Background: an optimization exercise with open tools, aiming at small area and a short achievable clock period. Do not read the settings as production practice. Function was checked by simulation only, so behaviour that the tests miss may differ from the original. The clock port is modelled as an ideal driver; clocking choices that lean on that would not hold on a real chip.

==> job 8990: inputs <==
// Vedic
module Vedic(
  input             clk,
  input             rst,
  input      [31:0] A_5,
  input      [31:0] B_5,
  output reg [63:0] Q_REG
);
reg  [31:0] A_5_reg;
reg  [15:0] one_reg, two_reg, neg_reg;
reg         b31_reg;
wire [15:0] one_d, two_d, neg_d;
wire [63:0] Q;
assign one_d[0] = B_5[0] ^ 1'b0;
assign two_d[0] = (B_5[1] & ~B_5[0] & ~1'b0) | (~B_5[1] & B_5[0] & 1'b0);
assign neg_d[0] = B_5[1];
assign one_d[1] = B_5[2] ^ B_5[1];
assign two_d[1] = (B_5[3] & ~B_5[2] & ~B_5[1]) | (~B_5[3] & B_5[2] & B_5[1]);
assign neg_d[1] = B_5[3];
assign one_d[2] = B_5[4] ^ B_5[3];
assign two_d[2] = (B_5[5] & ~B_5[4] & ~B_5[3]) | (~B_5[5] & B_5[4] & B_5[3]);
assign neg_d[2] = B_5[5];
assign one_d[3] = B_5[6] ^ B_5[5];
assign two_d[3] = (B_5[7] & ~B_5[6] & ~B_5[5]) | (~B_5[7] & B_5[6] & B_5[5]);
assign neg_d[3] = B_5[7];
assign one_d[4] = B_5[8] ^ B_5[7];
assign two_d[4] = (B_5[9] & ~B_5[8] & ~B_5[7]) | (~B_5[9] & B_5[8] & B_5[7]);
assign neg_d[4] = B_5[9];
assign one_d[5] = B_5[10] ^ B_5[9];
assign two_d[5] = (B_5[11] & ~B_5[10] & ~B_5[9]) | (~B_5[11] & B_5[10] & B_5[9]);
assign neg_d[5] = B_5[11];
assign one_d[6] = B_5[12] ^ B_5[11];
assign two_d[6] = (B_5[13] & ~B_5[12] & ~B_5[11]) | (~B_5[13] & B_5[12] & B_5[11]);
assign neg_d[6] = B_5[13];
assign one_d[7] = B_5[14] ^ B_5[13];
  ...
export LEC_CHECK = 0
export CAP_MARGIN = 20
export CORE_MARGIN = 2
export CORE_UTILIZATION = 40
export SLEW_MARGIN = 20
export SYNTH_HIERARCHICAL = 1
export SYNTH_MINIMUM_KEEP_SIZE = 0
create_clock -name core_clock -period 14.0 [get_ports {clk}]
standard.sh (not shown) runs the stock make flow with config.mk's settings and CLKGATE_MAP_FILE= SYNTH_SCRIPT=/design/flow/synth_recipe.tcl, a recipe that flattens the netlist after the stock synthesis.
==> flow/flow/run.sh <==
#!/bin/bash
# The standard layout (standard.sh, unchanged synthesis) with these changes:
#  - the port buffers are buf_1 (ORFS picks a larger delay buffer by default);
#  - after floorplan, ABC's buffers are removed and every combinational cell
#    is set to its smallest size (flow/downsize.tcl);
#  - CTS's setup repair runs after that skew (in flow/skew.tcl), and it and
#    the later repairs aim at 9.0 ns of setup slack on the 14 ns clock,
#    working on the worst paths (TNS_END_PERCENT=0), so they size up only
#    the cells that the critical paths need; the hold repair fixes the short
#    paths into Q_REG that the skew leaves too fast, with 0.1 ns to spare.
# The make output goes to make_finish.log; each ORFS step keeps its own log
# under orfs/logs.
set -euo pipefail
HERE=$(pwd)
export SKEW_CELLS="dlygate4sd3_1 clkdlybuf4s50_1"
bash standard.sh \
  "BUFFER_PORTS_ARGS=-buffer_cell sky130_fd_sc_hd__buf_1" \
  REMOVE_ABC_BUFFERS=1 \
  POST_FLOORPLAN_TCL=$HERE/flow/downsize.tcl \
  POST_CTS_TCL=$HERE/flow/skew.tcl \
  SETUP_SLACK_MARGIN=9.0 TNS_END_PERCENT=0 HOLD_SLACK_MARGIN=0.1 SKIP_CTS_REPAIR_TIMING=1 \
  finish > make_finish.log 2>&1
==> flow/flow/skew.tcl <==
set skew_cells [expr { [info exists ::env(SKEW_CELLS)] ? $::env(SKEW_CELLS) : "dlygate4sd3_1 clkdlybuf4s50_1" }]
set skew_n [llength $skew_cells]
set skew_buf sky130_fd_sc_hd__clkbuf_4
set block [ord::get_db_block]
set groups [dict create]
estimate_parasitics -placement
set skew_thr [expr { [info exists ::env(SETUP_SLACK_MARGIN)] ? $::env(SETUP_SLACK_MARGIN) : 1e9 }]
set skew_skipped 0
foreach inst [$block getInsts] {
  if { ![string match "Q_REG*" [$inst getName]] } { continue }
  if { [get_property [get_pins -of_objects [get_cells [$inst getName]] -filter "name == D"] slack_max] >= $skew_thr } {
    incr skew_skipped
    continue
  }
  set it [$inst findITerm CLK]
  set net [$it getNet]
  dict lappend groups [$net getName] $inst
}
set k 0
dict for {netname insts} $groups {
  # centroid of the group
  set sx 0; set sy 0
  set pins {}
  foreach inst $insts {
    set bb [$inst getBBox]
    set sx [expr { $sx + ([$bb xMin] + [$bb xMax]) / 2 }]
    set sy [expr { $sy + ([$bb yMin] + [$bb yMax]) / 2 }]
    lappend pins [get_pins -of_objects [get_cells [$inst getName]] -filter "name == CLK"]
  }
  set n [llength $insts]
  set dbu [$block getDbUnitsPerMicron]
  set cx [expr { double($sx) / $n / $dbu }]
  set cy [expr { double($sy) / $n / $dbu }]
  set order [lsort -real -index 0 [lmap inst $insts p $pins {
    set bb [$inst getBBox]
    list [expr { ([$bb xMin] + [$bb xMax]) / 2.0 }] $p [expr { ([$bb yMin] + [$bb yMax]) / 2.0 }]
  }]]
  set nchunk [expr { ($n + 3) / 4 }]
  set load {}
  for {set c 0} {$c < $nchunk} {incr c} {
    set lo [expr { $c * $n / $nchunk }]
    set hi [expr { ($c + 1) * $n / $nchunk - 1 }]
    set chunk [lrange $order $lo $hi]
    set cp [lmap e $chunk { lindex $e 1 }]
    set bx [expr { [tcl::mathop::+ {*}[lmap e $chunk { lindex $e 0 }]] / [llength $chunk] / $dbu }]
    set by [expr { [tcl::mathop::+ {*}[lmap e $chunk { lindex $e 2 }]] / [llength $chunk] / $dbu }]
    set b [insert_buffer -buffer_cell $skew_buf -net [get_nets $netname] -load_pins $cp \
             -location [list $bx $by] -buffer_name skewbuf_${k}_$c -net_name skewnet_${k}_0_$c]
    lappend load [get_pins [get_full_name $b]/A]
  }
  for {set i 1} {$i <= $skew_n} {incr i} {
    set d [insert_buffer -buffer_cell sky130_fd_sc_hd__[lindex $skew_cells [expr { $i - 1 }]] -net [get_nets $netname] -load_pins $load \
             -location [list $cx $cy] -buffer_name skewdly_${k}_$i -net_name skewnet_${k}_$i]
    set load [get_pins [get_full_name $d]/A]
  }
  incr k
}
puts "skew: delayed the clock of [dict size $groups] Q_REG groups by $skew_cells; $skew_skipped Q_REG flip-flops left as they were"
foreach net [$block getNets] {
  if { [string match "skewnet_*" [$net getName]] } { $net setSigType CLOCK }
}
detailed_placement
estimate_parasitics -placement

# With SKIP_CTS_REPAIR_TIMING set, the setup repair that CTS would have run
# before this hook runs here instead, after the skew, so that it sees the
# clock the layout will have.
if { [info exists ::env(SKIP_CTS_REPAIR_TIMING)] && $::env(SKIP_CTS_REPAIR_TIMING) } {
  repair_timing_helper -setup
  detailed_placement
  check_placement -verbose
  estimate_parasitics -placement
}
Other scripts of this flow, unchanged in this note and not shown: flow/flow/downsize.tcl
==> inputs of job 9633, as changes to job 8990 <==
--- a/flow/flow/run.sh
+++ b/flow/flow/run.sh
@@ -6,3 +6,3 @@
 #  - CTS's setup repair runs after that skew (in flow/skew.tcl), and it and
-#    the later repairs aim at 9.0 ns of setup slack on the 14 ns clock,
+#    the later repairs aim at 8.75 ns of setup slack on the 14 ns clock,
 #    working on the worst paths (TNS_END_PERCENT=0), so they size up only
@@ -14,3 +14,3 @@
 HERE=$(pwd)
-export SKEW_CELLS="dlygate4sd3_1 clkdlybuf4s50_1"
+export SKEW_CELLS="dlygate4sd3_1 dlygate4sd3_1"
 bash standard.sh \
@@ -20,3 +20,3 @@
   POST_CTS_TCL=$HERE/flow/skew.tcl \
-  SETUP_SLACK_MARGIN=9.0 TNS_END_PERCENT=0 HOLD_SLACK_MARGIN=0.1 SKIP_CTS_REPAIR_TIMING=1 \
+  SETUP_SLACK_MARGIN=8.75 TNS_END_PERCENT=0 HOLD_SLACK_MARGIN=0.1 SKIP_CTS_REPAIR_TIMING=1 \
   finish > make_finish.log 2>&1
--- a/flow/flow/skew.tcl
+++ b/flow/flow/skew.tcl
@@ -1,2 +1,2 @@
-set skew_cells [expr { [info exists ::env(SKEW_CELLS)] ? $::env(SKEW_CELLS) : "dlygate4sd3_1 clkdlybuf4s50_1" }]
+set skew_cells [expr { [info exists ::env(SKEW_CELLS)] ? $::env(SKEW_CELLS) : "dlygate4sd3_1 dlygate4sd3_1" }]
 set skew_n [llength $skew_cells]
- CORE_UTILIZATION: 40 -> 65
- PLACE_DENSITY: default -> 0.75
==> inputs of job 2920, as changes to job 8990 <==
--- a/flow/flow/run.sh
+++ b/flow/flow/run.sh
@@ -6,4 +6,4 @@
 #  - CTS's setup repair runs after that skew (in flow/skew.tcl), and it and
-#    the later repairs aim at 9.0 ns of setup slack on the 14 ns clock,
-#    working on the worst paths (TNS_END_PERCENT=0), so they size up only
+#    the later repairs aim at 8.75 ns of setup slack on the 14 ns clock,
+#    working on the worst paths (TNS_END_PERCENT=10), so they size up only
 #    the cells that the critical paths need; the hold repair fixes the short
@@ -14,3 +14,3 @@
 HERE=$(pwd)
-export SKEW_CELLS="dlygate4sd3_1 clkdlybuf4s50_1"
+export SKEW_CELLS="dlygate4sd3_1 dlygate4sd3_1"
 bash standard.sh \
@@ -20,3 +20,3 @@
   POST_CTS_TCL=$HERE/flow/skew.tcl \
-  SETUP_SLACK_MARGIN=9.0 TNS_END_PERCENT=0 HOLD_SLACK_MARGIN=0.1 SKIP_CTS_REPAIR_TIMING=1 \
+  SETUP_SLACK_MARGIN=8.75 TNS_END_PERCENT=10 HOLD_SLACK_MARGIN=0.1 SKIP_CTS_REPAIR_TIMING=1 \
   finish > make_finish.log 2>&1
--- a/flow/flow/skew.tcl
+++ b/flow/flow/skew.tcl
@@ -1,2 +1,2 @@
-set skew_cells [expr { [info exists ::env(SKEW_CELLS)] ? $::env(SKEW_CELLS) : "dlygate4sd3_1 clkdlybuf4s50_1" }]
+set skew_cells [expr { [info exists ::env(SKEW_CELLS)] ? $::env(SKEW_CELLS) : "dlygate4sd3_1 dlygate4sd3_1" }]
 set skew_n [llength $skew_cells]
==> inputs of job 9095, as changes to job 8990 <==
--- a/flow/flow/run.sh
+++ b/flow/flow/run.sh
@@ -6,3 +6,3 @@
 #  - CTS's setup repair runs after that skew (in flow/skew.tcl), and it and
-#    the later repairs aim at 9.0 ns of setup slack on the 14 ns clock,
+#    the later repairs aim at 9.25 ns of setup slack on the 14 ns clock,
 #    working on the worst paths (TNS_END_PERCENT=0), so they size up only
@@ -14,3 +14,3 @@
 HERE=$(pwd)
-export SKEW_CELLS="dlygate4sd3_1 clkdlybuf4s50_1"
+export SKEW_CELLS="dlygate4sd3_1 clkdlybuf4s25_1"
 bash standard.sh \
@@ -20,3 +20,3 @@
   POST_CTS_TCL=$HERE/flow/skew.tcl \
-  SETUP_SLACK_MARGIN=9.0 TNS_END_PERCENT=0 HOLD_SLACK_MARGIN=0.1 SKIP_CTS_REPAIR_TIMING=1 \
+  SETUP_SLACK_MARGIN=9.25 TNS_END_PERCENT=0 HOLD_SLACK_MARGIN=0.1 SKIP_CTS_REPAIR_TIMING=1 \
   finish > make_finish.log 2>&1
--- a/flow/flow/skew.tcl
+++ b/flow/flow/skew.tcl
@@ -1,2 +1,2 @@
-set skew_cells [expr { [info exists ::env(SKEW_CELLS)] ? $::env(SKEW_CELLS) : "dlygate4sd3_1 clkdlybuf4s50_1" }]
+set skew_cells [expr { [info exists ::env(SKEW_CELLS)] ? $::env(SKEW_CELLS) : "dlygate4sd3_1 clkdlybuf4s25_1" }]
 set skew_n [llength $skew_cells]
==> qor summary <==
quantity	job 8990	job 2920	job 9633	job 9095
Required time worst endpoint	11,200 ps	11,200 ps	15,530 ps	15,370 ps
Clock-pin slew on the worst setup and hold paths	90 ps	60 ps	70 ps	60 ps
Largest net degree at the start of global routing	71	71	79	71
Worst hold path stage count	6	6	6	5
Routed WL per cell	26.61 µm	26.60 µm	26.92 µm	27.24 µm
Status	finished clean	finished clean	finished clean	finished clean
Cell area after layout	0.02864 mm²	0.02863 mm²	0.02816 mm²	0.03015 mm²
Worst setup path startpoint	Q_REG[47]	Q_REG[46]	two_reg[10]	one_reg[3]
WL final	89.88 mm	89.79 mm	81.43 mm	93.45 mm
Cell Rows	97	97	76	97
Final cycle utilization of the critical path	36.41%	36.99%	37.98%	35.42%
Placed Instances	3,305	3,305	2,953	3,305
Area of all sequential standard cells	0.003638 mm²	0.003638 mm²	0.003623 mm²	0.003651 mm²
Final critical-path required period	5098 ps	5179 ps	5317 ps	4958 ps
Routability congestion estimate	0.9224	0.9224	0.9230	0.9224
CP Depth	1	1	18	25
DP Area	0.02742 mm²	0.02742 mm²	0.02699 mm²	0.02742 mm²
Met2 WL	42.24 mm	42.14 mm	38.32 mm	43.40 mm
Drt initial violations	2,336	2,295	2,486	2,518
Startpoint of the worst register-to-register path	neg_reg[9]	neg_reg[6]	two_reg[10]	one_reg[3]
Arrival time at the worst endpoint	2300 ps	2380 ps	6850 ps	6330 ps

-- port drivers added, routing unchanged --
Ports are ideal in the flow. The routed layouts listed here were re-timed in OpenROAD. Step 1, drivers: a clkbuf_16 drives clk and a buf_2 each remaining input, both assumed. Step 2, shift: input delay + t, output delay - t, t = (earliest + latest rising clock arrival at the registers) / 2. This alone moves slack from input paths to output paths. Slacks: no drivers / after step 1 / after step 2; pairs: no drivers / after step 1.
| run | t (ns) | slack for setup (ns) | latest minus earliest clock arrival (ns) |
|---|---|---|---|
| job 8990 | 1.145 | 8.902 / 8.845 / 8.911 | 1.220 / 1.220 |
| job 9633 | 1.219 | 8.683 / 8.683 / 8.683 | 1.386 / 1.386 |
| job 2920 | 1.179 | 8.821 / 8.762 / 8.940 | 1.287 / 1.286 |
| job 9095 | 1.034 | 9.042 / 9.042 / 9.042 | 0.995 / 0.995 |
Clock arrivals are far apart in every run listed, so t is only a midpoint there and step 2 fits no single register.
